This is an optimization exercise on Yosys and OpenROAD, whose aim is small area, not a production implementation.
Where RTL was checked, it was by simulation tests only, not by an equivalence proof against the original.
Only the layout flow was run in run 2; the RTL was not checked for function there.
Power figures rest on the tool's default switching activity, not on a simulated workload.

==> flow/run.sh <==
#!/bin/bash
# synth_recipe.tcl (not shown) runs the flow's synth.tcl, then flattens the netlist and writes it again
# the make line also repeats each setting of config.mk as NAME=value (left out here)
make -C /OpenROAD-flow-scripts/flow DESIGN_CONFIG=/design/flow/config.mk WORK_HOME=/design/flow/orfs CLKGATE_MAP_FILE= SYNTH_SCRIPT=/design/flow/synth_recipe.tcl finish
==> flow/config.mk <==
export PLATFORM = sky130hd
export DESIGN_NAME = neuron_layer
export DESIGN_NICKNAME = neuron_layer
export VERILOG_FILES = /design/flow/design.v
export SDC_FILE = /design/flow/constraint.sdc
export NUM_CORES = 4
export LEC_CHECK = 0
export CAP_MARGIN = 20
export CORE_MARGIN = 2
export CORE_UTILIZATION = 45
export PLACE_DENSITY = 0.6
export SLEW_MARGIN = 20
==> flow/constraint.sdc <==
create_clock -name core_clock -period 7.0 [get_ports {clk}]
set_input_delay 1.4000 -clock core_clock [delete_from_list [all_inputs] [get_ports {clk}]]
set_output_delay 1.4000 -clock core_clock [all_outputs]
set_load 0.01 [all_outputs]
==> flow/design.v <==
module csa8 (
  input [63:0] p,
  output h
);
  wire t1 = p[0] ^ p[8] ^ p[16];
  wire t2 = (p[0] & p[8]) | (p[0] & p[16]) | (p[8] & p[16]);
  wire t3 = p[24] ^ p[32] ^ p[40];
  wire t4 = (p[24] & p[32]) | (p[24] & p[40]) | (p[32] & p[40]);
  wire t5 = p[48] ^ p[56] ^ t1;
  wire t6 = (p[48] & p[56]) | (p[48] & t1) | (p[56] & t1);
  wire t7 = t3 ^ t5;
  wire t8 = t3 & t5;
  wire t9 = p[1] ^ p[9] ^ p[17];
  wire t10 = (p[1] & p[9]) | (p[1] & p[17]) | (p[9] & p[17]);
  wire t11 = p[25] ^ p[33] ^ p[41];
  wire t12 = (p[25] & p[33]) | (p[25] & p[41]) | (p[33] & p[41]);
  wire t13 = p[49] ^ p[57] ^ t2;
  wire t14 = (p[49] & p[57]) | (p[49] & t2) | (p[57] & t2);
  wire t15 = t4 ^ t9 ^ t11;
  wire t16 = (t4 & t9) | (t4 & t11) | (t9 & t11);
  wire t17 = t6 ^ t13 ^ t15;
  wire t18 = (t6 & t13) | (t6 & t15) | (t13 & t15);
  wire t19 = t8 ^ t17;
  wire t20 = t8 & t17;
  wire t21 = p[2] ^ p[10] ^ p[18];
  wire t22 = (p[2] & p[10]) | (p[2] & p[18]) | (p[10] & p[18]);
  wire t23 = p[26] ^ p[34] ^ p[42];
  wire t24 = (p[26] & p[34]) | (p[26] & p[42]) | (p[34] & p[42]);
  wire t25 = p[50] ^ p[58] ^ t10;
  wire t26 = (p[50] & p[58]) | (p[50] & t10) | (p[58] & t10);
  wire t27 = t12 ^ t21 ^ t23;
  wire t28 = (t12 & t21) | (t12 & t23) | (t21 & t23);
  wire t29 = t14 ^ t16 ^ t25;
  wire t30 = (t14 & t16) | (t14 & t25) | (t16 & t25);
  wire t31 = t27 ^ t18 ^ t29;
  wire t32 = (t27 & t18) | (t27 & t29) | (t18 & t29);
  wire t33 = t20 ^ t31;
  wire t34 = t20 & t31;
  wire t35 = p[3] ^ p[11] ^ p[19];
  wire t36 = (p[3] & p[11]) | (p[3] & p[19]) | (p[11] & p[19]);
  wire t37 = p[27] ^ p[35] ^ p[43];
  wire t38 = (p[27] & p[35]) | (p[27] & p[43]) | (p[35] & p[43]);
  wire t39 = p[51] ^ p[59] ^ t22;
  wire t40 = (p[51] & p[59]) | (p[51] & t22) | (p[59] & t22);
  wire t41 = t24 ^ t35 ^ t37;
  wire t42 = (t24 & t35) | (t24 & t37) | (t35 & t37);
  wire t43 = t26 ^ t28 ^ t39;
  wire t44 = (t26 & t28) | (t26 & t39) | (t28 & t39);
  wire t45 = t41 ^ t30 ^ t43;
  wire t46 = (t41 & t30) | (t41 & t43) | (t30 & t43);
  wire t47 = t32 ^ t45 ^ t34;
  wire t48 = (t32 & t45) | (t32 & t34) | (t45 & t34);
  wire t49 = p[4] ^ p[12] ^ p[20];
  wire t50 = (p[4] & p[12]) | (p[4] & p[20]) | (p[12] & p[20]);
  wire t51 = p[28] ^ p[36] ^ p[44];
  wire t52 = (p[28] & p[36]) | (p[28] & p[44]) | (p[36] & p[44]);
  wire t53 = p[52] ^ p[60] ^ t36;
  wire t54 = (p[52] & p[60]) | (p[52] & t36) | (p[60] & t36);
  wire t55 = t38 ^ t49 ^ t51;
  wire t56 = (t38 & t49) | (t38 & t51) | (t49 & t51);
  wire t57 = t40 ^ t42 ^ t53;
  wire t58 = (t40 & t42) | (t40 & t53) | (t42 & t53);
  wire t59 = t55 ^ t44 ^ t57;
  wire t60 = (t55 & t44) | (t55 & t57) | (t44 & t57);
  wire t61 = t46 ^ t59 ^ t48;
  wire t62 = (t46 & t59) | (t46 & t48) | (t59 & t48);
  wire t63 = p[5] ^ p[13] ^ p[21];
  wire t64 = (p[5] & p[13]) | (p[5] & p[21]) | (p[13] & p[21]);
  wire t65 = p[29] ^ p[37] ^ p[45];
  wire t66 = (p[29] & p[37]) | (p[29] & p[45]) | (p[37] & p[45]);
  wire t67 = p[53] ^ p[61] ^ t50;
  wire t68 = (p[53] & p[61]) | (p[53] & t50) | (p[61] & t50);
  wire t69 = t52 ^ t63 ^ t65;
  wire t70 = (t52 & t63) | (t52 & t65) | (t63 & t65);
  wire t71 = t54 ^ t56 ^ t67;
  wire t72 = (t54 & t56) | (t54 & t67) | (t56 & t67);
  wire t73 = t69 ^ t58 ^ t71;
  wire t74 = (t69 & t58) | (t69 & t71) | (t58 & t71);
  wire t75 = t60 ^ t73 ^ t62;
  wire t76 = (t60 & t73) | (t60 & t62) | (t73 & t62);
  wire t77 = p[6] ^ p[14] ^ p[22];
  wire t78 = (p[6] & p[14]) | (p[6] & p[22]) | (p[14] & p[22]);
  wire t79 = p[30] ^ p[38] ^ p[46];
  wire t80 = (p[30] & p[38]) | (p[30] & p[46]) | (p[38] & p[46]);
  wire t81 = p[54] ^ p[62] ^ t64;
  wire t82 = (p[54] & p[62]) | (p[54] & t64) | (p[62] & t64);
  wire t83 = t66 ^ t77 ^ t79;
  wire t84 = (t66 & t77) | (t66 & t79) | (t77 & t79);
  wire t85 = t68 ^ t70 ^ t81;
  wire t86 = (t68 & t70) | (t68 & t81) | (t70 & t81);
  wire t87 = t83 ^ t72 ^ t85;
  wire t88 = (t83 & t72) | (t83 & t85) | (t72 & t85);
  wire t89 = t74 ^ t87 ^ t76;
  wire t90 = (t74 & t87) | (t74 & t76) | (t87 & t76);
  wire t91 = p[7] ^ p[15];
  wire t92 = p[23] ^ p[31];
  wire t93 = p[39] ^ p[47];
  wire t94 = p[55] ^ p[63];
  wire t95 = t91 ^ t92;
  wire t96 = t93 ^ t94;
  wire t97 = t78 ^ t80;
  wire t98 = t95 ^ t96;
  wire t99 = t97 ^ t98;
  wire t100 = t82 ^ t84;
  wire t101 = t99 ^ t100;
  wire t102 = t86 ^ t101;
  wire t103 = t102 ^ t88;
  wire t104 = t103 ^ t90;
  wire [7:0] s = {t104, t89, t75, t61, t47, t33, t19, t7};
  assign h = s[7] & (|s[6:0]);
endmodule
module csa32 (
  input [255:0] p,
  output h
);
  wire t1 = p[0] ^ p[8] ^ p[16];
  wire t2 = (p[0] & p[8]) | (p[0] & p[16]) | (p[8] & p[16]);
  wire t3 = p[24] ^ p[32] ^ p[40];
  wire t4 = (p[24] & p[32]) | (p[24] & p[40]) | (p[32] & p[40]);
  wire t5 = p[48] ^ p[56] ^ p[64];
  wire t6 = (p[48] & p[56]) | (p[48] & p[64]) | (p[56] & p[64]);
  wire t7 = p[72] ^ p[80] ^ p[88];
  wire t8 = (p[72] & p[80]) | (p[72] & p[88]) | (p[80] & p[88]);
  wire t9 = p[96] ^ p[104] ^ p[112];
  wire t10 = (p[96] & p[104]) | (p[96] & p[112]) | (p[104] & p[112]);
  wire t11 = p[120] ^ p[128] ^ p[136];
  wire t12 = (p[120] & p[128]) | (p[120] & p[136]) | (p[128] & p[136]);
  wire t13 = p[144] ^ p[152] ^ p[160];
  wire t14 = (p[144] & p[152]) | (p[144] & p[160]) | (p[152] & p[160]);
  wire t15 = p[168] ^ p[176] ^ p[184];
  wire t16 = (p[168] & p[176]) | (p[168] & p[184]) | (p[176] & p[184]);
  wire t17 = p[192] ^ p[200] ^ p[208];
  wire t18 = (p[192] & p[200]) | (p[192] & p[208]) | (p[200] & p[208]);
  wire t19 = p[216] ^ p[224] ^ p[232];
  wire t20 = (p[216] & p[224]) | (p[216] & p[232]) | (p[224] & p[232]);
  wire t21 = p[240] ^ p[248] ^ t1;
  wire t22 = (p[240] & p[248]) | (p[240] & t1) | (p[248] & t1);
  wire t23 = t3 ^ t5 ^ t7;
  wire t24 = (t3 & t5) | (t3 & t7) | (t5 & t7);
  wire t25 = t9 ^ t11 ^ t13;
  wire t26 = (t9 & t11) | (t9 & t13) | (t11 & t13);
  wire t27 = t15 ^ t17 ^ t19;
  wire t28 = (t15 & t17) | (t15 & t19) | (t17 & t19);
  wire t29 = t21 ^ t23 ^ t25;
  wire t30 = (t21 & t23) | (t21 & t25) | (t23 & t25);
  wire t31 = t27 ^ t29;
  wire t32 = t27 & t29;
  wire t33 = p[1] ^ p[9] ^ p[17];
  wire t34 = (p[1] & p[9]) | (p[1] & p[17]) | (p[9] & p[17]);
  wire t35 = p[25] ^ p[33] ^ p[41];
  wire t36 = (p[25] & p[33]) | (p[25] & p[41]) | (p[33] & p[41]);
  wire t37 = p[49] ^ p[57] ^ p[65];
  wire t38 = (p[49] & p[57]) | (p[49] & p[65]) | (p[57] & p[65]);
  wire t39 = p[73] ^ p[81] ^ p[89];
  wire t40 = (p[73] & p[81]) | (p[73] & p[89]) | (p[81] & p[89]);
  wire t41 = p[97] ^ p[105] ^ p[113];
  wire t42 = (p[97] & p[105]) | (p[97] & p[113]) | (p[105] & p[113]);
  wire t43 = p[121] ^ p[129] ^ p[137];
  wire t44 = (p[121] & p[129]) | (p[121] & p[137]) | (p[129] & p[137]);
  wire t45 = p[145] ^ p[153] ^ p[161];
  wire t46 = (p[145] & p[153]) | (p[145] & p[161]) | (p[153] & p[161]);
  wire t47 = p[169] ^ p[177] ^ p[185];
  wire t48 = (p[169] & p[177]) | (p[169] & p[185]) | (p[177] & p[185]);
  wire t49 = p[193] ^ p[201] ^ p[209];
  wire t50 = (p[193] & p[201]) | (p[193] & p[209]) | (p[201] & p[209]);
  wire t51 = p[217] ^ p[225] ^ p[233];
  wire t52 = (p[217] & p[225]) | (p[217] & p[233]) | (p[225] & p[233]);
  wire t53 = p[241] ^ p[249] ^ t2;
  wire t54 = (p[241] & p[249]) | (p[241] & t2) | (p[249] & t2);
  wire t55 = t4 ^ t6 ^ t8;
  wire t56 = (t4 & t6) | (t4 & t8) | (t6 & t8);
  wire t57 = t10 ^ t12 ^ t14;
  wire t58 = (t10 & t12) | (t10 & t14) | (t12 & t14);
  wire t59 = t16 ^ t18 ^ t20;
  wire t60 = (t16 & t18) | (t16 & t20) | (t18 & t20);
  wire t61 = t33 ^ t35 ^ t37;
  wire t62 = (t33 & t35) | (t33 & t37) | (t35 & t37);
  wire t63 = t39 ^ t41 ^ t43;
  wire t64 = (t39 & t41) | (t39 & t43) | (t41 & t43);
  wire t65 = t45 ^ t47 ^ t49;
  wire t66 = (t45 & t47) | (t45 & t49) | (t47 & t49);
  wire t67 = t51 ^ t22 ^ t24;
  wire t68 = (t51 & t22) | (t51 & t24) | (t22 & t24);
  wire t69 = t26 ^ t28 ^ t53;
  wire t70 = (t26 & t28) | (t26 & t53) | (t28 & t53);
  wire t71 = t55 ^ t57 ^ t59;
  wire t72 = (t55 & t57) | (t55 & t59) | (t57 & t59);
  wire t73 = t61 ^ t63 ^ t65;
  wire t74 = (t61 & t63) | (t61 & t65) | (t63 & t65);
  wire t75 = t30 ^ t67 ^ t69;
  wire t76 = (t30 & t67) | (t30 & t69) | (t67 & t69);
  wire t77 = t71 ^ t73 ^ t32;
  wire t78 = (t71 & t73) | (t71 & t32) | (t73 & t32);
  wire t79 = t75 ^ t77;
  wire t80 = t75 & t77;
  wire t81 = p[2] ^ p[10] ^ p[18];
  wire t82 = (p[2] & p[10]) | (p[2] & p[18]) | (p[10] & p[18]);
  wire t83 = p[26] ^ p[34] ^ p[42];
  wire t84 = (p[26] & p[34]) | (p[26] & p[42]) | (p[34] & p[42]);
  wire t85 = p[50] ^ p[58] ^ p[66];
  wire t86 = (p[50] & p[58]) | (p[50] & p[66]) | (p[58] & p[66]);
  wire t87 = p[74] ^ p[82] ^ p[90];
  wire t88 = (p[74] & p[82]) | (p[74] & p[90]) | (p[82] & p[90]);
  wire t89 = p[98] ^ p[106] ^ p[114];
  wire t90 = (p[98] & p[106]) | (p[98] & p[114]) | (p[106] & p[114]);
  wire t91 = p[122] ^ p[130] ^ p[138];
  wire t92 = (p[122] & p[130]) | (p[122] & p[138]) | (p[130] & p[138]);
  wire t93 = p[146] ^ p[154] ^ p[162];
  wire t94 = (p[146] & p[154]) | (p[146] & p[162]) | (p[154] & p[162]);
  wire t95 = p[170] ^ p[178] ^ p[186];
  wire t96 = (p[170] & p[178]) | (p[170] & p[186]) | (p[178] & p[186]);
  wire t97 = p[194] ^ p[202] ^ p[210];
  wire t98 = (p[194] & p[202]) | (p[194] & p[210]) | (p[202] & p[210]);
  wire t99 = p[218] ^ p[226] ^ p[234];
  wire t100 = (p[218] & p[226]) | (p[218] & p[234]) | (p[226] & p[234]);
  wire t101 = p[242] ^ p[250] ^ t34;
  wire t102 = (p[242] & p[250]) | (p[242] & t34) | (p[250] & t34);
  wire t103 = t36 ^ t38 ^ t40;
  wire t104 = (t36 & t38) | (t36 & t40) | (t38 & t40);
  wire t105 = t42 ^ t44 ^ t46;
  wire t106 = (t42 & t44) | (t42 & t46) | (t44 & t46);
  wire t107 = t48 ^ t50 ^ t52;
  wire t108 = (t48 & t50) | (t48 & t52) | (t50 & t52);
  wire t109 = t81 ^ t83 ^ t85;
  wire t110 = (t81 & t83) | (t81 & t85) | (t83 & t85);
  wire t111 = t87 ^ t89 ^ t91;
  wire t112 = (t87 & t89) | (t87 & t91) | (t89 & t91);
  wire t113 = t93 ^ t95 ^ t97;
  wire t114 = (t93 & t95) | (t93 & t97) | (t95 & t97);
  wire t115 = t99 ^ t54 ^ t56;
  wire t116 = (t99 & t54) | (t99 & t56) | (t54 & t56);
  wire t117 = t58 ^ t60 ^ t62;
  wire t118 = (t58 & t60) | (t58 & t62) | (t60 & t62);
  wire t119 = t64 ^ t66 ^ t101;
  wire t120 = (t64 & t66) | (t64 & t101) | (t66 & t101);
  wire t121 = t103 ^ t105 ^ t107;
  wire t122 = (t103 & t105) | (t103 & t107) | (t105 & t107);
  wire t123 = t109 ^ t111 ^ t113;
  wire t124 = (t109 & t111) | (t109 & t113) | (t111 & t113);
  wire t125 = t68 ^ t70 ^ t72;
  wire t126 = (t68 & t70) | (t68 & t72) | (t70 & t72);
  wire t127 = t74 ^ t115 ^ t117;
  wire t128 = (t74 & t115) | (t74 & t117) | (t115 & t117);
  wire t129 = t119 ^ t121 ^ t123;
  wire t130 = (t119 & t121) | (t119 & t123) | (t121 & t123);
  wire t131 = t76 ^ t125 ^ t127;
  wire t132 = (t76 & t125) | (t76 & t127) | (t125 & t127);
  wire t133 = t129 ^ t78 ^ t80;
  wire t134 = (t129 & t78) | (t129 & t80) | (t78 & t80);
  wire t135 = t131 ^ t133;
  wire t136 = t131 & t133;
  wire t137 = p[3] ^ p[11] ^ p[19];
  wire t138 = (p[3] & p[11]) | (p[3] & p[19]) | (p[11] & p[19]);
  wire t139 = p[27] ^ p[35] ^ p[43];
  wire t140 = (p[27] & p[35]) | (p[27] & p[43]) | (p[35] & p[43]);
  wire t141 = p[51] ^ p[59] ^ p[67];
  wire t142 = (p[51] & p[59]) | (p[51] & p[67]) | (p[59] & p[67]);
  wire t143 = p[75] ^ p[83] ^ p[91];
  wire t144 = (p[75] & p[83]) | (p[75] & p[91]) | (p[83] & p[91]);
  wire t145 = p[99] ^ p[107] ^ p[115];
  wire t146 = (p[99] & p[107]) | (p[99] & p[115]) | (p[107] & p[115]);
  wire t147 = p[123] ^ p[131] ^ p[139];
  wire t148 = (p[123] & p[131]) | (p[123] & p[139]) | (p[131] & p[139]);
  wire t149 = p[147] ^ p[155] ^ p[163];
  wire t150 = (p[147] & p[155]) | (p[147] & p[163]) | (p[155] & p[163]);
  wire t151 = p[171] ^ p[179] ^ p[187];
  wire t152 = (p[171] & p[179]) | (p[171] & p[187]) | (p[179] & p[187]);
  wire t153 = p[195] ^ p[203] ^ p[211];
  wire t154 = (p[195] & p[203]) | (p[195] & p[211]) | (p[203] & p[211]);
  wire t155 = p[219] ^ p[227] ^ p[235];
  wire t156 = (p[219] & p[227]) | (p[219] & p[235]) | (p[227] & p[235]);
  wire t157 = p[243] ^ p[251] ^ t82;
  wire t158 = (p[243] & p[251]) | (p[243] & t82) | (p[251] & t82);
  wire t159 = t84 ^ t86 ^ t88;
  wire t160 = (t84 & t86) | (t84 & t88) | (t86 & t88);
  wire t161 = t90 ^ t92 ^ t94;
  wire t162 = (t90 & t92) | (t90 & t94) | (t92 & t94);
  wire t163 = t96 ^ t98 ^ t100;
  wire t164 = (t96 & t98) | (t96 & t100) | (t98 & t100);
  wire t165 = t137 ^ t139 ^ t141;
  wire t166 = (t137 & t139) | (t137 & t141) | (t139 & t141);
  wire t167 = t143 ^ t145 ^ t147;
  wire t168 = (t143 & t145) | (t143 & t147) | (t145 & t147);
  wire t169 = t149 ^ t151 ^ t153;
  wire t170 = (t149 & t151) | (t149 & t153) | (t151 & t153);
  wire t171 = t155 ^ t102 ^ t104;
  wire t172 = (t155 & t102) | (t155 & t104) | (t102 & t104);
  wire t173 = t106 ^ t108 ^ t110;
  wire t174 = (t106 & t108) | (t106 & t110) | (t108 & t110);
  wire t175 = t112 ^ t114 ^ t157;
  wire t176 = (t112 & t114) | (t112 & t157) | (t114 & t157);
  wire t177 = t159 ^ t161 ^ t163;
  wire t178 = (t159 & t161) | (t159 & t163) | (t161 & t163);
  wire t179 = t165 ^ t167 ^ t169;
  wire t180 = (t165 & t167) | (t165 & t169) | (t167 & t169);
  wire t181 = t116 ^ t118 ^ t120;
  wire t182 = (t116 & t118) | (t116 & t120) | (t118 & t120);
  wire t183 = t122 ^ t124 ^ t171;
  wire t184 = (t122 & t124) | (t122 & t171) | (t124 & t171);
  wire t185 = t173 ^ t175 ^ t177;
  wire t186 = (t173 & t175) | (t173 & t177) | (t175 & t177);
  wire t187 = t179 ^ t126 ^ t128;
  wire t188 = (t179 & t126) | (t179 & t128) | (t126 & t128);
  wire t189 = t130 ^ t181 ^ t183;
  wire t190 = (t130 & t181) | (t130 & t183) | (t181 & t183);
  wire t191 = t185 ^ t132 ^ t187;
  wire t192 = (t185 & t132) | (t185 & t187) | (t132 & t187);
  wire t193 = t189 ^ t134 ^ t191;
  wire t194 = (t189 & t134) | (t189 & t191) | (t134 & t191);
  wire t195 = t136 ^ t193;
  wire t196 = t136 & t193;
  wire t197 = p[4] ^ p[12] ^ p[20];
  wire t198 = (p[4] & p[12]) | (p[4] & p[20]) | (p[12] & p[20]);
  wire t199 = p[28] ^ p[36] ^ p[44];
  wire t200 = (p[28] & p[36]) | (p[28] & p[44]) | (p[36] & p[44]);
  wire t201 = p[52] ^ p[60] ^ p[68];
  wire t202 = (p[52] & p[60]) | (p[52] & p[68]) | (p[60] & p[68]);
  wire t203 = p[76] ^ p[84] ^ p[92];
  wire t204 = (p[76] & p[84]) | (p[76] & p[92]) | (p[84] & p[92]);
  wire t205 = p[100] ^ p[108] ^ p[116];
  wire t206 = (p[100] & p[108]) | (p[100] & p[116]) | (p[108] & p[116]);
  wire t207 = p[124] ^ p[132] ^ p[140];
  wire t208 = (p[124] & p[132]) | (p[124] & p[140]) | (p[132] & p[140]);
  wire t209 = p[148] ^ p[156] ^ p[164];
  wire t210 = (p[148] & p[156]) | (p[148] & p[164]) | (p[156] & p[164]);
  wire t211 = p[172] ^ p[180] ^ p[188];
  wire t212 = (p[172] & p[180]) | (p[172] & p[188]) | (p[180] & p[188]);
  wire t213 = p[196] ^ p[204] ^ p[212];
  wire t214 = (p[196] & p[204]) | (p[196] & p[212]) | (p[204] & p[212]);
  wire t215 = p[220] ^ p[228] ^ p[236];
  wire t216 = (p[220] & p[228]) | (p[220] & p[236]) | (p[228] & p[236]);
  wire t217 = p[244] ^ p[252] ^ t138;
  wire t218 = (p[244] & p[252]) | (p[244] & t138) | (p[252] & t138);
  wire t219 = t140 ^ t142 ^ t144;
  wire t220 = (t140 & t142) | (t140 & t144) | (t142 & t144);
  wire t221 = t146 ^ t148 ^ t150;
  wire t222 = (t146 & t148) | (t146 & t150) | (t148 & t150);
  wire t223 = t152 ^ t154 ^ t156;
  wire t224 = (t152 & t154) | (t152 & t156) | (t154 & t156);
  wire t225 = t197 ^ t199 ^ t201;
  wire t226 = (t197 & t199) | (t197 & t201) | (t199 & t201);
  wire t227 = t203 ^ t205 ^ t207;
  wire t228 = (t203 & t205) | (t203 & t207) | (t205 & t207);
  wire t229 = t209 ^ t211 ^ t213;
  wire t230 = (t209 & t211) | (t209 & t213) | (t211 & t213);
  wire t231 = t215 ^ t158 ^ t160;
  wire t232 = (t215 & t158) | (t215 & t160) | (t158 & t160);
  wire t233 = t162 ^ t164 ^ t166;
  wire t234 = (t162 & t164) | (t162 & t166) | (t164 & t166);
  wire t235 = t168 ^ t170 ^ t217;
  wire t236 = (t168 & t170) | (t168 & t217) | (t170 & t217);
  wire t237 = t219 ^ t221 ^ t223;
  wire t238 = (t219 & t221) | (t219 & t223) | (t221 & t223);
  wire t239 = t225 ^ t227 ^ t229;
  wire t240 = (t225 & t227) | (t225 & t229) | (t227 & t229);
  wire t241 = t172 ^ t174 ^ t176;
  wire t242 = (t172 & t174) | (t172 & t176) | (t174 & t176);
  wire t243 = t178 ^ t180 ^ t231;
  wire t244 = (t178 & t180) | (t178 & t231) | (t180 & t231);
  wire t245 = t233 ^ t235 ^ t237;
  wire t246 = (t233 & t235) | (t233 & t237) | (t235 & t237);
  wire t247 = t239 ^ t182 ^ t184;
  wire t248 = (t239 & t182) | (t239 & t184) | (t182 & t184);
  wire t249 = t186 ^ t241 ^ t243;
  wire t250 = (t186 & t241) | (t186 & t243) | (t241 & t243);
  wire t251 = t245 ^ t188 ^ t190;
  wire t252 = (t245 & t188) | (t245 & t190) | (t188 & t190);
  wire t253 = t247 ^ t249 ^ t192;
  wire t254 = (t247 & t249) | (t247 & t192) | (t249 & t192);
  wire t255 = t251 ^ t194 ^ t253;
  wire t256 = (t251 & t194) | (t251 & t253) | (t194 & t253);
  wire t257 = t196 ^ t255;
  wire t258 = t196 & t255;
  wire t259 = p[5] ^ p[13] ^ p[21];
  wire t260 = (p[5] & p[13]) | (p[5] & p[21]) | (p[13] & p[21]);
  wire t261 = p[29] ^ p[37] ^ p[45];
  wire t262 = (p[29] & p[37]) | (p[29] & p[45]) | (p[37] & p[45]);
  wire t263 = p[53] ^ p[61] ^ p[69];
  wire t264 = (p[53] & p[61]) | (p[53] & p[69]) | (p[61] & p[69]);
  wire t265 = p[77] ^ p[85] ^ p[93];
  wire t266 = (p[77] & p[85]) | (p[77] & p[93]) | (p[85] & p[93]);
  wire t267 = p[101] ^ p[109] ^ p[117];
  wire t268 = (p[101] & p[109]) | (p[101] & p[117]) | (p[109] & p[117]);
  wire t269 = p[125] ^ p[133] ^ p[141];
  wire t270 = (p[125] & p[133]) | (p[125] & p[141]) | (p[133] & p[141]);
  wire t271 = p[149] ^ p[157] ^ p[165];
  wire t272 = (p[149] & p[157]) | (p[149] & p[165]) | (p[157] & p[165]);
  wire t273 = p[173] ^ p[181] ^ p[189];
  wire t274 = (p[173] & p[181]) | (p[173] & p[189]) | (p[181] & p[189]);
  wire t275 = p[197] ^ p[205] ^ p[213];
  wire t276 = (p[197] & p[205]) | (p[197] & p[213]) | (p[205] & p[213]);
  wire t277 = p[221] ^ p[229] ^ p[237];
  wire t278 = (p[221] & p[229]) | (p[221] & p[237]) | (p[229] & p[237]);
  wire t279 = p[245] ^ p[253] ^ t198;
  wire t280 = (p[245] & p[253]) | (p[245] & t198) | (p[253] & t198);
  wire t281 = t200 ^ t202 ^ t204;
  wire t282 = (t200 & t202) | (t200 & t204) | (t202 & t204);
  wire t283 = t206 ^ t208 ^ t210;
  wire t284 = (t206 & t208) | (t206 & t210) | (t208 & t210);
  wire t285 = t212 ^ t214 ^ t216;
  wire t286 = (t212 & t214) | (t212 & t216) | (t214 & t216);
  wire t287 = t259 ^ t261 ^ t263;
  wire t288 = (t259 & t261) | (t259 & t263) | (t261 & t263);
  wire t289 = t265 ^ t267 ^ t269;
  wire t290 = (t265 & t267) | (t265 & t269) | (t267 & t269);
  wire t291 = t271 ^ t273 ^ t275;
  wire t292 = (t271 & t273) | (t271 & t275) | (t273 & t275);
  wire t293 = t277 ^ t218 ^ t220;
  wire t294 = (t277 & t218) | (t277 & t220) | (t218 & t220);
  wire t295 = t222 ^ t224 ^ t226;
  wire t296 = (t222 & t224) | (t222 & t226) | (t224 & t226);
  wire t297 = t228 ^ t230 ^ t279;
  wire t298 = (t228 & t230) | (t228 & t279) | (t230 & t279);
  wire t299 = t281 ^ t283 ^ t285;
  wire t300 = (t281 & t283) | (t281 & t285) | (t283 & t285);
  wire t301 = t287 ^ t289 ^ t291;
  wire t302 = (t287 & t289) | (t287 & t291) | (t289 & t291);
  wire t303 = t232 ^ t234 ^ t236;
  wire t304 = (t232 & t234) | (t232 & t236) | (t234 & t236);
  wire t305 = t238 ^ t240 ^ t293;
  wire t306 = (t238 & t240) | (t238 & t293) | (t240 & t293);
  wire t307 = t295 ^ t297 ^ t299;
  wire t308 = (t295 & t297) | (t295 & t299) | (t297 & t299);
  wire t309 = t301 ^ t242 ^ t244;
  wire t310 = (t301 & t242) | (t301 & t244) | (t242 & t244);
  wire t311 = t246 ^ t303 ^ t305;
  wire t312 = (t246 & t303) | (t246 & t305) | (t303 & t305);
  wire t313 = t307 ^ t248 ^ t250;
  wire t314 = (t307 & t248) | (t307 & t250) | (t248 & t250);
  wire t315 = t309 ^ t311 ^ t252;
  wire t316 = (t309 & t311) | (t309 & t252) | (t311 & t252);
  wire t317 = t313 ^ t254 ^ t315;
  wire t318 = (t313 & t254) | (t313 & t315) | (t254 & t315);
  wire t319 = t256 ^ t317 ^ t258;
  wire t320 = (t256 & t317) | (t256 & t258) | (t317 & t258);
  wire t321 = p[6] ^ p[14] ^ p[22];
  wire t322 = (p[6] & p[14]) | (p[6] & p[22]) | (p[14] & p[22]);
  wire t323 = p[30] ^ p[38] ^ p[46];
  wire t324 = (p[30] & p[38]) | (p[30] & p[46]) | (p[38] & p[46]);
  wire t325 = p[54] ^ p[62] ^ p[70];
  wire t326 = (p[54] & p[62]) | (p[54] & p[70]) | (p[62] & p[70]);
  wire t327 = p[78] ^ p[86] ^ p[94];
  wire t328 = (p[78] & p[86]) | (p[78] & p[94]) | (p[86] & p[94]);
  wire t329 = p[102] ^ p[110] ^ p[118];
  wire t330 = (p[102] & p[110]) | (p[102] & p[118]) | (p[110] & p[118]);
  wire t331 = p[126] ^ p[134] ^ p[142];
  wire t332 = (p[126] & p[134]) | (p[126] & p[142]) | (p[134] & p[142]);
  wire t333 = p[150] ^ p[158] ^ p[166];
  wire t334 = (p[150] & p[158]) | (p[150] & p[166]) | (p[158] & p[166]);
  wire t335 = p[174] ^ p[182] ^ p[190];
  wire t336 = (p[174] & p[182]) | (p[174] & p[190]) | (p[182] & p[190]);
  wire t337 = p[198] ^ p[206] ^ p[214];
  wire t338 = (p[198] & p[206]) | (p[198] & p[214]) | (p[206] & p[214]);
  wire t339 = p[222] ^ p[230] ^ p[238];
  wire t340 = (p[222] & p[230]) | (p[222] & p[238]) | (p[230] & p[238]);
  wire t341 = p[246] ^ p[254] ^ t260;
  wire t342 = (p[246] & p[254]) | (p[246] & t260) | (p[254] & t260);
  wire t343 = t262 ^ t264 ^ t266;
  wire t344 = (t262 & t264) | (t262 & t266) | (t264 & t266);
  wire t345 = t268 ^ t270 ^ t272;
  wire t346 = (t268 & t270) | (t268 & t272) | (t270 & t272);
  wire t347 = t274 ^ t276 ^ t278;
  wire t348 = (t274 & t276) | (t274 & t278) | (t276 & t278);
  wire t349 = t321 ^ t323 ^ t325;
  wire t350 = (t321 & t323) | (t321 & t325) | (t323 & t325);
  wire t351 = t327 ^ t329 ^ t331;
  wire t352 = (t327 & t329) | (t327 & t331) | (t329 & t331);
  wire t353 = t333 ^ t335 ^ t337;
  wire t354 = (t333 & t335) | (t333 & t337) | (t335 & t337);
  wire t355 = t339 ^ t280 ^ t282;
  wire t356 = (t339 & t280) | (t339 & t282) | (t280 & t282);
  wire t357 = t284 ^ t286 ^ t288;
  wire t358 = (t284 & t286) | (t284 & t288) | (t286 & t288);
  wire t359 = t290 ^ t292 ^ t341;
  wire t360 = (t290 & t292) | (t290 & t341) | (t292 & t341);
  wire t361 = t343 ^ t345 ^ t347;
  wire t362 = (t343 & t345) | (t343 & t347) | (t345 & t347);
  wire t363 = t349 ^ t351 ^ t353;
  wire t364 = (t349 & t351) | (t349 & t353) | (t351 & t353);
  wire t365 = t294 ^ t296 ^ t298;
  wire t366 = (t294 & t296) | (t294 & t298) | (t296 & t298);
  wire t367 = t300 ^ t302 ^ t355;
  wire t368 = (t300 & t302) | (t300 & t355) | (t302 & t355);
  wire t369 = t357 ^ t359 ^ t361;
  wire t370 = (t357 & t359) | (t357 & t361) | (t359 & t361);
  wire t371 = t363 ^ t304 ^ t306;
  wire t372 = (t363 & t304) | (t363 & t306) | (t304 & t306);
  wire t373 = t308 ^ t365 ^ t367;
  wire t374 = (t308 & t365) | (t308 & t367) | (t365 & t367);
  wire t375 = t369 ^ t310 ^ t312;
  wire t376 = (t369 & t310) | (t369 & t312) | (t310 & t312);
  wire t377 = t371 ^ t373 ^ t314;
  wire t378 = (t371 & t373) | (t371 & t314) | (t373 & t314);
  wire t379 = t375 ^ t316 ^ t377;
  wire t380 = (t375 & t316) | (t375 & t377) | (t316 & t377);
  wire t381 = t318 ^ t379 ^ t320;
  wire t382 = (t318 & t379) | (t318 & t320) | (t379 & t320);
  wire t383 = p[7] ^ p[15];
  wire t384 = p[23] ^ p[31];
  wire t385 = p[39] ^ p[47];
  wire t386 = p[55] ^ p[63];
  wire t387 = p[71] ^ p[79];
  wire t388 = p[87] ^ p[95];
  wire t389 = p[103] ^ p[111];
  wire t390 = p[119] ^ p[127];
  wire t391 = p[135] ^ p[143];
  wire t392 = p[151] ^ p[159];
  wire t393 = p[167] ^ p[175];
  wire t394 = p[183] ^ p[191];
  wire t395 = p[199] ^ p[207];
  wire t396 = p[215] ^ p[223];
  wire t397 = p[231] ^ p[239];
  wire t398 = p[247] ^ p[255];
  wire t399 = t383 ^ t384;
  wire t400 = t385 ^ t386;
  wire t401 = t387 ^ t388;
  wire t402 = t389 ^ t390;
  wire t403 = t391 ^ t392;
  wire t404 = t393 ^ t394;
  wire t405 = t395 ^ t396;
  wire t406 = t397 ^ t398;
  wire t407 = t322 ^ t324;
  wire t408 = t326 ^ t328;
  wire t409 = t330 ^ t332;
  wire t410 = t334 ^ t336;
  wire t411 = t338 ^ t340;
  wire t412 = t399 ^ t400;
  wire t413 = t401 ^ t402;
  wire t414 = t403 ^ t404;
  wire t415 = t405 ^ t406;
  wire t416 = t407 ^ t408;
  wire t417 = t409 ^ t410;
  wire t418 = t411 ^ t412;
  wire t419 = t413 ^ t414;
  wire t420 = t415 ^ t342;
  wire t421 = t344 ^ t346;
  wire t422 = t348 ^ t350;
  wire t423 = t352 ^ t354;
  wire t424 = t416 ^ t417;
  wire t425 = t418 ^ t419;
  wire t426 = t420 ^ t421;
  wire t427 = t422 ^ t423;
  wire t428 = t424 ^ t425;
  wire t429 = t356 ^ t358;
  wire t430 = t360 ^ t362;
  wire t431 = t364 ^ t426;
  wire t432 = t427 ^ t428;
  wire t433 = t429 ^ t430;
  wire t434 = t431 ^ t432;
  wire t435 = t366 ^ t368;
  wire t436 = t370 ^ t433;
  wire t437 = t434 ^ t435;
  wire t438 = t436 ^ t372;
  wire t439 = t374 ^ t437;
  wire t440 = t438 ^ t439;
  wire t441 = t376 ^ t440;
  wire t442 = t441 ^ t378;
  wire t443 = t442 ^ t380;
  wire t444 = t443 ^ t382;
  wire [7:0] s = {t444, t381, t319, t257, t195, t135, t79, t31};
  assign h = s[7] & (|s[6:0]);
endmodule
module neuron_layer
#(
	parameter SIZE = 32
)
(
	input [SIZE-1:0] in,
	input [7:0] set_weight,
	input [4:0] set_addr,
	input [5:0] set_unit,
	input swr, clk,
	output out
);
	reg [7:0] in_n;           
	reg [31:0] h_n;           
	reg [3:0] od;             
	always @ (posedge clk) in_n <= ~in[7:0];
	wire [7:0] wd_n = ~set_weight;
	wire [7:0] asel;
	genvar i;
	generate
		for (i = 0; i < 8; i = i + 1) begin : addr_dec
			assign asel[i] = (set_addr[2:0] == i);
		end
	endgenerate
	wire [31:0] h;
	generate
		for (i = 0; i < 32; i = i + 1) begin : layer_generation
			wire usel = swr & (set_unit == i);
			neuron neuron_inst (
				.clk (clk),
				.in_n (in_n),
				.wd_n (wd_n),
				.we (asel & {8{usel}}),
				.h (h[i])
			);
		end
	endgenerate
	always @ (posedge clk) h_n <= ~h;
	wire o;
	r_neuron r_neuron_inst (
		.clk (clk),
		.in_n (h_n),
		.wd_n (wd_n),
		.set_addr (set_addr),
		.sel (swr & set_unit[5]),
		.h (o)
	);
	always @ (posedge clk) od <= {od[2:0], o};
	assign out = od[3];
endmodule
module neuron (
	input clk,
	input [7:0] in_n,
	input [7:0] wd_n,
	input [7:0] we,
	output h
);
	reg [63:0] w_n;
	wire [63:0] p;
	genvar i;
	generate
		for (i = 0; i < 8; i = i + 1) begin : weights
			always @ (posedge clk)
				if (we[i])
					w_n[i*8 +: 8] <= wd_n;
			assign p[i*8 +: 8] = ~(w_n[i*8 +: 8] | {8{in_n[i]}});
		end
	endgenerate
	csa8 sum (.p (p), .h (h));
endmodule
module r_neuron (
	input clk,
	input [31:0] in_n,
	input [7:0] wd_n,
	input [4:0] set_addr,
	input sel,
	output h
);
	reg [255:0] w_n;
	wire [255:0] p;
	genvar i;
	generate
		for (i = 0; i < 32; i = i + 1) begin : weights
			always @ (posedge clk)
				if (sel && set_addr == i)
					w_n[i*8 +: 8] <= wd_n;
			assign p[i*8 +: 8] = ~(w_n[i*8 +: 8] | {8{in_n[i]}});
		end
	endgenerate
	csa32 sum (.p (p), .h (h));
endmodule
==> key figures, run 1 <==
Synth
  – Synth cell count leaders: edfxtp_1, nor2_1, fa_1
  – Post-synthesis cell count: 8509
  – Synth area leader: edfxtp_1
  – Synth top area cells: edfxtp_1, fa_1, nor2_1
  – Yosys warnings: 3
  – Post-synth net total: 10.2k
  – Mapped Area: 124000 um^2
  – Asr flop ratio synth: 0%
  – Post-synth top area share: 56.0%
  – Library cells used by synthesis: 32
  – Number of synthesized register bits: 2348
  – Mean Syn Cell Area: 14.5 um^2
  – Most common cell in the synthesized netlist: edfxtp_1
  – Top FF cell, synth: edfxtp_1
  – Post-synth EDFFs: 2304
  – Post-synthesis sequential area ratio: 56.7%

STA
  – Worst Tran Pin Value: 1360 ps
  – Max-slew headroom: 9.54%
  – Setup tns final: 0 ps
  – Final hold vios: 0
  – RSZ-0062 raised after global routing: yes
  – Fin crit period: 6800 ps
  – Clock Skew: 54.7 ps
  – Final period utilization: 97.2%
  – Final number of setup-violating endpoints: 0
  – Fin. max-slew vios: 0
  – FMAX: 0.147 GHz

CTS
  – Clock buffer depth: 4
  – Clk Latency, worst-skew pair: 930 ps
  – Max H-tree Level: 5
  – Clock Sinks: 2348
  – TritonCTS clock tree: yes
  – Post-CTS Hold Buffers: 0
  – Clk Tree Root Cell: clkbuf_16
  – Clock buffer count from CTS: 277
  – Clk slew on worst S/H paths: 70 ps

Final layout
  – Register cell area after layout: 70100 um^2
  – Multi-input gate area: 48800 um^2
  – Fraction of layout cells with a size suffix above 1: 14.8%
  – Nets: 10.5k
  – Fin cells: 12.6k
  – Final design utilization: 50.7%
  – Fillers: 22.8k
  – Area Growth Syn to Fin: 12.2%

Global route
  – GRT Util Overall: 20.5%
  – Largest net degree at the start of global routing: 150
  – Vias in the first global route: 69.5k
  – First-pass GRT wire length: 426000 um
  – Gr ovfl total: 0
  – Initial antenna violation count: 16

Setup path
  – Crit path cell chain: or2_2 > fa_1 > inv_1 > fa_1 > fa_2 > fa_1 > fa_1 > inv_1 > fa_1 > fa_1 > fa_1 > inv_1 > ha_1 > fa_1 > inv_1 > fa_1 > xor2_1 > xnor2_1 > xnor2_1 > xnor2_1 > xnor2_2 > xnor3_1 > a21oi_2
  – Crit path launch type: flop
  – Crit end category: flop
  – Most common cell on crit path: fa_1
  – Largest stage delay, worst path: 610 ps
  – WP data arrival: 7640 ps
  – Worst Path Required: 7840 ps
  – Crit-path slowest cell: fa_1
  – Crit Path Class: flop to flop
  – Crit-path max FO: 1

Die
  – # IOs: 54
  – Die area: 279000 um^2
  – Floorplan row count: 192
  – Core area: 273000 um^2
  – Starting Density: 45.2%
  – DIE HEIGHT: 528 um
  – Die width: 528 um

Pwr
  – Power per cell area: 384 nW/um^2
  – Leak pwr: 51.4 nW
  – Clock share of power: 26.4%
  – Switching share of power: 34.8%
  – Power Internal: 0.0347 W
  – Power, Total: 0.0532 W
  – Psw: 0.0185 W
  – Maximum vdd drop: 2.31 mV
  – Sequential fraction of design power: 29.6%
  – Logic pwr share: 44.0%

Hold path
  – Min-delay worst type: flop to flop

Placement
  – GP Congestion: 0.855
  – IO buf count: 29
  – Placed cell count: 12.1k
  – Dpl hpwl: 184000 um

Drt
  – Detail-routed via count per cell: 5.01
  – Iter 0 DRT Violations: 5032
  – WL final: 277000 um
  – First-pass DRT Iterations: 5
  – Vias: 62.9k
  – # DRC: 0
  – Routed WL per cell: 22.0 um
  – Antenna-violating nets left: 0

Status
  – Outcome: finished clean

Flow run
  – Max Cap Viol: 0
## stage by stage
stage / setup slack [ps] / hold WS [ps] / instance area (um^2)
after floorplan: 373 / 310 / 124000
after global routing: -74.5 / 345 / 139000
final: 196 / 328 / 139000
after detailed placement: 61.9 / 318 / 130000
after global placement: 66.2 / 317 / 130000
after CTS: 41.0 / 332 / 139000
## flip-flops by register name, summed over array words and instances, names as in the netlist
register,count
layer_generation.neuron_inst.w_n,2048
r_neuron_inst.w_n,256
h_n,32
in_n,8
od,4
## placed cells by master (no fill, tap or decap), drive strengths merged, types with 5 or more instances in the layout
cell           netlist  routed
xnor2              371     371
ha                 102     102
nand2               38      38
nor2              1946    1946
or2                657     657
o41ai               31      31
clkinvlp             0      12
clkdlybuf4s50        0      29
diode                0       5
xor2               138     138
or4b                30      30
buf                 28     232
dfxtp               44      44
clkbuf             236     337
fa                1529    1529
clkinv               0      93
bufinv               0      27
inv               1027    1029
edfxtp            2304    2304
## power groups by stage
| stage | sequential (W) | combinational [W] | clock [W] |
|---|---|---|---|
| 2_1_floorplan | 0.0161 | 0.0177 | 0 |
| 3_3_place_gp | 0.0160 | 0.0236 | 0 |
| 3_5_place_dp | 0.0160 | 0.0237 | 0 |
| 4_1_cts | 0.0157 | 0.0237 | 0.0144 |
| 5_1_grt | 0.0157 | 0.0261 | 0.0149 |
| 6_report | 0.0157 | 0.0234 | 0.0141 |
## critical path, delay by kind of cell, from the launching register on
| kind | cells | cell delay, ps |
|---|---|---|
| and+or+nand+nor | 1 | 290 |
| AOI/OAI and AO/OA | 1 | 100 |
| DFF | 1 | 340 |
| buffers and inverters | 4 | 250 |
| adders and majority gates | 11 | 4610 |
| xor gates and xnor gates | 6 | 1170 |
## area by class of cell
type / count / share of cell area (%)
Timing Repair Buffer: 261 / 1.85
Tap cell: 3589 / 3.24
Inverter: 1027 / 2.82
Clock buffer: 337 / 5.34
Multi-Input combinational cell: 4870 / 35.2
Clock inverter: 134 / 0.993
Sequential cell: 2348 / 50.6
Antenna cell: 5 / 0.00902
## per-layer routing
layer  track usage [%]  routed length (um)
met5                 0                  28
met4              4.42                5040
met3              2.76               13500
met2              34.7              139000
met1              28.5              120000
## repair_timing
item                                    in CTS  in global routing
gates resized for setup                      0                  2
endpoints found under the setup margin       0                  6
buffers inserted                             0                  2
## kinds of logic after synthesis
| logic type | Yosys count | share of synthesized area (%) |
|---|---|---|
| AOI/OAI and AO/OA | 32 | 0.227 |
| xor gates and xnor gates | 510 | 3.63 |
| DFF | 2348 | 56.7 |
| buffers and inverters | 1291 | 3.93 |
| and+or+nand+nor | 2697 | 9.73 |
| adders and majority gates | 1631 | 25.8 |
## final timing paths
kind	from	to	slack, ps	cells after the start
min reg2reg	od[2]$_DFF_P_	od[3]$_DFF_P_	330	0
max	r_neuron_inst.w_n[25]$_DFFE_PP_	od[0]$_DFF_P_	200	23
min	od[2]$_DFF_P_	od[3]$_DFF_P_	330	0
max reg2reg	r_neuron_inst.w_n[25]$_DFFE_PP_	od[0]$_DFF_P_	200	23
==> inputs of run 2 (changes only) <==
==> flow/design.v (replaced) <==
module neuron
#(
	SIZE = 8,
	ADDR_SIZE = 3
)
(
	input [SIZE-1:0] in,
	input [SIZE-1:0] set_weight,
	input [ADDR_SIZE-1:0] set_addr,
	input swr, sel, clk,
	output reg out
);
	reg [7:0] weight [SIZE-1:0];
	always @ (posedge clk)
		if (swr==1 && sel==1)
			weight[set_addr] <= set_weight;
	reg [7:0] mul [SIZE-1:0];
	reg [7:0] sum;
	integer i;
	always @ (posedge clk) begin
		if (swr==0)
			for (i=0; i<SIZE; i=i+1)
				mul[i] <= weight[i] * in[i];
			sum <= mul[0]+mul[1]+mul[2]+mul[3]+mul[4]+mul[5]+mul[6]+mul[7];
			if (sum > 8'b10000000)
				out <= 1'b1;
			else
				out <= 1'b0;
	end
endmodule
module neuron_layer
#(
	SIZE = 32
)
(
	input [SIZE-1:0] in,
	input [7:0] set_weight,
	input [4:0] set_addr,
	input [5:0] set_unit,
	input swr, clk,
	output out
);
	wire [SIZE-1:0] mid_out;
	genvar i;
	generate
		for (i=0; i<SIZE; i=i+1)
		begin : layer_generation
			neuron neuron_inst(
				.in (in[7:0]),
				.set_weight (set_weight),
				.set_addr (set_addr[2:0]),
				.swr (swr),
				.sel (set_unit == i),
				.clk (clk),
				.out (mid_out[i])
			);
		end
	endgenerate
	r_neuron r_neuron_inst(
		.in (mid_out),
		.set_weight ({24'b0, set_weight}),
		.set_addr (set_addr),
		.swr (swr),
		.sel (set_unit[5]),
		.clk (clk),
		.out (out)
	);
endmodule
module r_neuron
#(
	SIZE = 32,
	ADDR_SIZE = 5
)
(
	input [SIZE-1:0] in,
	input [SIZE-1:0] set_weight,
	input [ADDR_SIZE-1:0] set_addr,
	input swr, sel, clk,
	output reg out
);
	reg [7:0] weight [SIZE-1:0];
	always @ (posedge clk)
		if (swr==1 && sel==1)
			weight[set_addr] <= set_weight[7:0];
	reg [7:0] mul [SIZE-1:0];
	reg [7:0] sum;
	integer i;
	always @ (posedge clk) begin
		if (swr==0)
			for (i=0; i<SIZE; i=i+1)
				mul[i] <= weight[i] * in[i];
			sum <= mul[0]+mul[1]+mul[2]+mul[3]+mul[4]+mul[5]+mul[6]+mul[7]+mul[8]+mul[9]+mul[10]+mul[11]+mul[12]+mul[13]+mul[14]+mul[15]+mul[16]+mul[17]+mul[18]+mul[19]+mul[20]+mul[21]+mul[22]+mul[23]+mul[24]+mul[25]+mul[26]+mul[27]+mul[28]+mul[29]+mul[30]+mul[31];
			if (sum > 8'b10000000)
				out <= 1'b1;
			else
				out <= 1'b0;
	end
endmodule
==> run 2 against run 1 <==
Effect of this change: largest power group is now registers; design area up 68%; critical endpoint is now r_neuron_inst.sum[7]$_DFF_P_; fmax increased by 7.1%; synthesized cell count increased by 45%; global-route usage decreased by 2.5 points; still clean; core utilization about the same; highest routed layer unchanged; power is 75% higher; routed wire length increased by 50%; synthesized area is 68% higher; critical path type unchanged; final cell count grew 54%.
==> key figures, run 2 <==
Status
  – Outcome: finished clean

CTS
  – Clk Tree Root Cell: clkbuf_16
  – Setup repair bufs after CTS: 0 (unchanged)
  – Clk Latency, worst-skew pair: 1030 ps (+100 ps)
  – Max H-tree Level: 6 (+1)
  – Clock Sinks: 4905 (+110%)
  – TritonCTS clock tree: yes
  – Post-cts sizing count: 0 (unchanged)
  – Clk slew on worst S/H paths: 60 ps (about the same)
  – Clock buffer depth: 4 (unchanged)
  – Post-CTS Hold Buffers: 0 (unchanged)
  – Clock buffer count from CTS: 518 (+87%)

Drt
  – Iter 0 DRT Violations: 7692 (+53%)
  – DR WL met3: 20300 um (+51%)
  – WL final: 417000 um (+50%)
  – # DRC: 0 (unchanged)
  – Top layer in use: met5
  – Vias: 92.6k (+47%)
  – First-pass DRT Iterations: 5 (unchanged)
  – Met2 WL post-DR: 204000 um (+47%)
  – Antenna-violating nets left: 0 (unchanged)
  – Met1 wire length: 184000 um (+53%)
  – Detail-routed via count per cell: 4.79 (-4.4%)
  – Routed WL per cell: 21.5 um (-2.3%)

Final layout
  – Multi-input gate area: 55300 um^2 (+13%)
  – Fillers: 37.6k (+65%)
  – Most frequent cells in the layout: edfxtp_1, and2_1, inv_1, fa_1, xnor2_1
  – Final design utilization: 50.7% (about the same)
  – Register cell area after layout: 144000 um^2 (+110%)
  – Area Growth Syn to Fin: 12.3%
  – Fraction of layout cells with a size suffix above 1: 6.76% (-8.1 points)
  – Largest registers: layer_generation.neuron_inst.mul: 2048 flops, layer_generation.neuron_inst.weight: 2048 flops
  – Fin cells: 19.4k (+54%)
  – Most common cell after layout, fill and taps aside: edfxtp_1
  – Nets: 14.5k (+39%)

Global route
  – Largest net degree at the start of global routing: 190 (+27%)
  – Initial antenna violation count: 37 (+21)
  – GRT Util Overall: 18.1% (-2.5 points)
  – First-pass GRT wire length: 636000 um (+49%)
  – Gr ovfl total: 0 (unchanged)
  – Vias in the first global route: 102k (+46%)

Die
  – # IOs: 54 (unchanged)
  – Starting Density: 45.2% (-0.049 points)
  – Die width: 683 um (+29%)
  – DIE HEIGHT: 683 um (+29%)
  – Core area: 460000 um^2 (+68%)
  – Floorplan row count: 249 (+30%)
  – Die area: 467000 um^2 (+67%)

Synth
  – Most common cell in the synthesized netlist: edfxtp_1
  – Number of synthesized register bits: 4905 (+110%)
  – Synth top area cells: edfxtp_1, fa_1, and2_1
  – Top FF cell, synth: edfxtp_1
  – Post-synthesis sequential area ratio: 69.5% (+13 points)
  – Post-synth EDFFs: 4608 (+100%)
  – Post-synth net total: 14.1k (+39%)
  – Synth area leader: edfxtp_1
  – Post-synth top area share: 66.6% (+11 points)
  – Asr flop ratio synth: 0% (unchanged)
  – Post-synthesis cell count: 12.4k (+45%)
  – Synth cell count leaders: edfxtp_1, and2_1, inv_1
  – Mapped Area: 208000 um^2 (+68%)
  – Library cells used by synthesis: 28 (-13%)
  – Yosys warnings: 4 (+1)
  – Mean Syn Cell Area: 16.8 um^2 (+16%)

Setup path
  – Worst Path Required: 7850 ps (about the same)
  – Worst Setup SP: r_neuron_inst.mul[4][2]$_DFFE_PN_
  – Reg2Reg Launch Point: r_neuron_inst.mul[4][2]$_DFFE_PN_
  – Crit Path Class: flop to flop
  – Crit path launch type: flop
  – WP data arrival: 7200 ps (-440 ps)
  – Crit end category: flop
  – Crit-path max FO: 2 (+1)

Hold path
  – Hold wc startpoint: layer_generation[1].neuron_inst.sum[7]$_DFF_P_
  – Min-delay worst type: flop to flop

Placement
  – IO buf count: 29 (unchanged)
  – Placement Setup Slack: 660 ps (+598 ps)
  – Placed cell count: 18.4k (+52%)
  – Dpl hpwl: 254000 um (+38%)
  – GP Congestion: 0.800 (-6.4%)

STA
  – Final period utilization: 90.7% (-6.5 points)
  – Max-slew headroom: 9.85% (+0.31 points)
  – Final hold vios: 0 (unchanged)
  – Clock Skew: 52.7 ps (-1.99 ps)
  – Fin crit period: 6350 ps (-453 ps)
  – Worst Tran Pin Value: 1350 ps (-4.69 ps)
  – Worst setup margin: 649 ps (+453 ps)
  – RSZ-0062 raised after global routing: no
  – Fin. max-slew vios: 0 (unchanged)
  – FMAX: 0.157 GHz (+7.1%)
  – Final number of setup-violating endpoints: 0 (unchanged)

Flow run
  – Max Cap Viol: 0 (unchanged)

Pwr
  – Power per cell area: 400 nW/um^2 (+4.1%)
  – Leak pwr: 86.5 nW (+68%)
  – Maximum vdd drop: 2.30 mV (-0.78%)
run 2: cells by family (layout without fill, tap and decap cells):
| kind of cell | Yosys count | count (layout) | share of synthesized area (%) |
|---|---|---|---|
| compound gates | 230 | 230 | 0.712 |
| xor+xnor | 608 | 608 | 2.57 |
| fa+ha+maj | 1711 | 1711 | 15.5 |
| buf+inv | 2173 | 3004 | 3.93 |
| flops | 4905 | 4905 | 69.5 |
| other cells | 0 | 19 | 0 |
| simple gates | 2734 | 2734 | 7.82 |
run 2: power breakdown:
part	internal [W]	total [W]	switching (W)
clock network	0.0162	0.0275	0.0113
logic	0.0144	0.0305	0.0161
registers	0.0344	0.0352	0.000822
total	0.0649	0.0932	0.0283
run 2: layer usage:
metal | vias up | track usage, %
met1 | 48400 | 25.5
li1 | 41800 | -
met4 | 2 | 4.00
met5 | - | 0
met3 | 543 | 2.38
met2 | 1933 | 30.2
run 2: path summary, 6_finish.rpt:
path	slack, ps	cells after the start	endpoint
worst min-delay path	440	1	layer_generation[1].neuron_inst.out$_DFF_P_
worst min register to register	440	1	layer_generation[1].neuron_inst.out$_DFF_P_
worst max-delay path	650	21	r_neuron_inst.sum[7]$_DFF_P_
worst max register to register	650	21	r_neuron_inst.sum[7]$_DFF_P_
run 2: critical path, cell delays in order (launching register included):
cell      delay (ps)
edfxtp_1         320
inv_1             50
fa_1             540
inv_1             50
fa_1             460
fa_1             520
inv_1             90
fa_1             510
fa_1             530
inv_1             60
fa_1             530
inv_1             50
fa_1             480
inv_1             50
fa_1             420
ha_1             320
a21o_1           180
a21oi_1          220
o21bai_1          90
a21oi_1          160
xnor3_1          420
xnor2_1          130
run 2: cell type report:
type,count,area share [%]
flip-flops and latches,4905,61.9
clock buffers,679,6.14
clock inverters,272,1.24
inverters,1919,3.09
diodes,19,0.0204
multi-input cells,5283,23.7
well taps,6149,3.30
repair buffers,134,0.655
run 2: metrics by stage:
step	setup TNS, ps	cell area, um^2	hold WS [ps]	power [W]
6_report	0	233000	443	0.0932
5_1_grt	0	233000	448	0.0986
4_1_cts	0	233000	442	0.0943
3_5_place_dp	0	216000	446	0.0666
3_3_place_gp	-19970	216000	437	0.0660
2_1_floorplan	-	208000	430	0.0604

port drivers added, routing unchanged:
The results above use ideal ports. As a check the final layouts listed here were re-extracted and re-timed, cells and wires unchanged.
Step 1 sets driving cells, clkbuf_16 on the clock port and buf_2 on the other inputs (assumed; they add their load-dependent delay and slew).
Step 2 times the ports against the registers' clock, not the clock port: input delays grow and output delays shrink by t, the midpoint of the rising clock arrivals with the driver on.
a / b / c = ideal / step 1 / step 2; a / b = the first two.
run	t, ns	setup slack, ns	hold WS [ns]
run 1	1.000	0.196 / 0.196 / 0.196	0.328 / 0.328 / 0.328
run 2	1.116	0.649 / 0.649 / 0.649	0.443 / 0.443 / 0.443
After both steps every run listed still meets setup and hold.
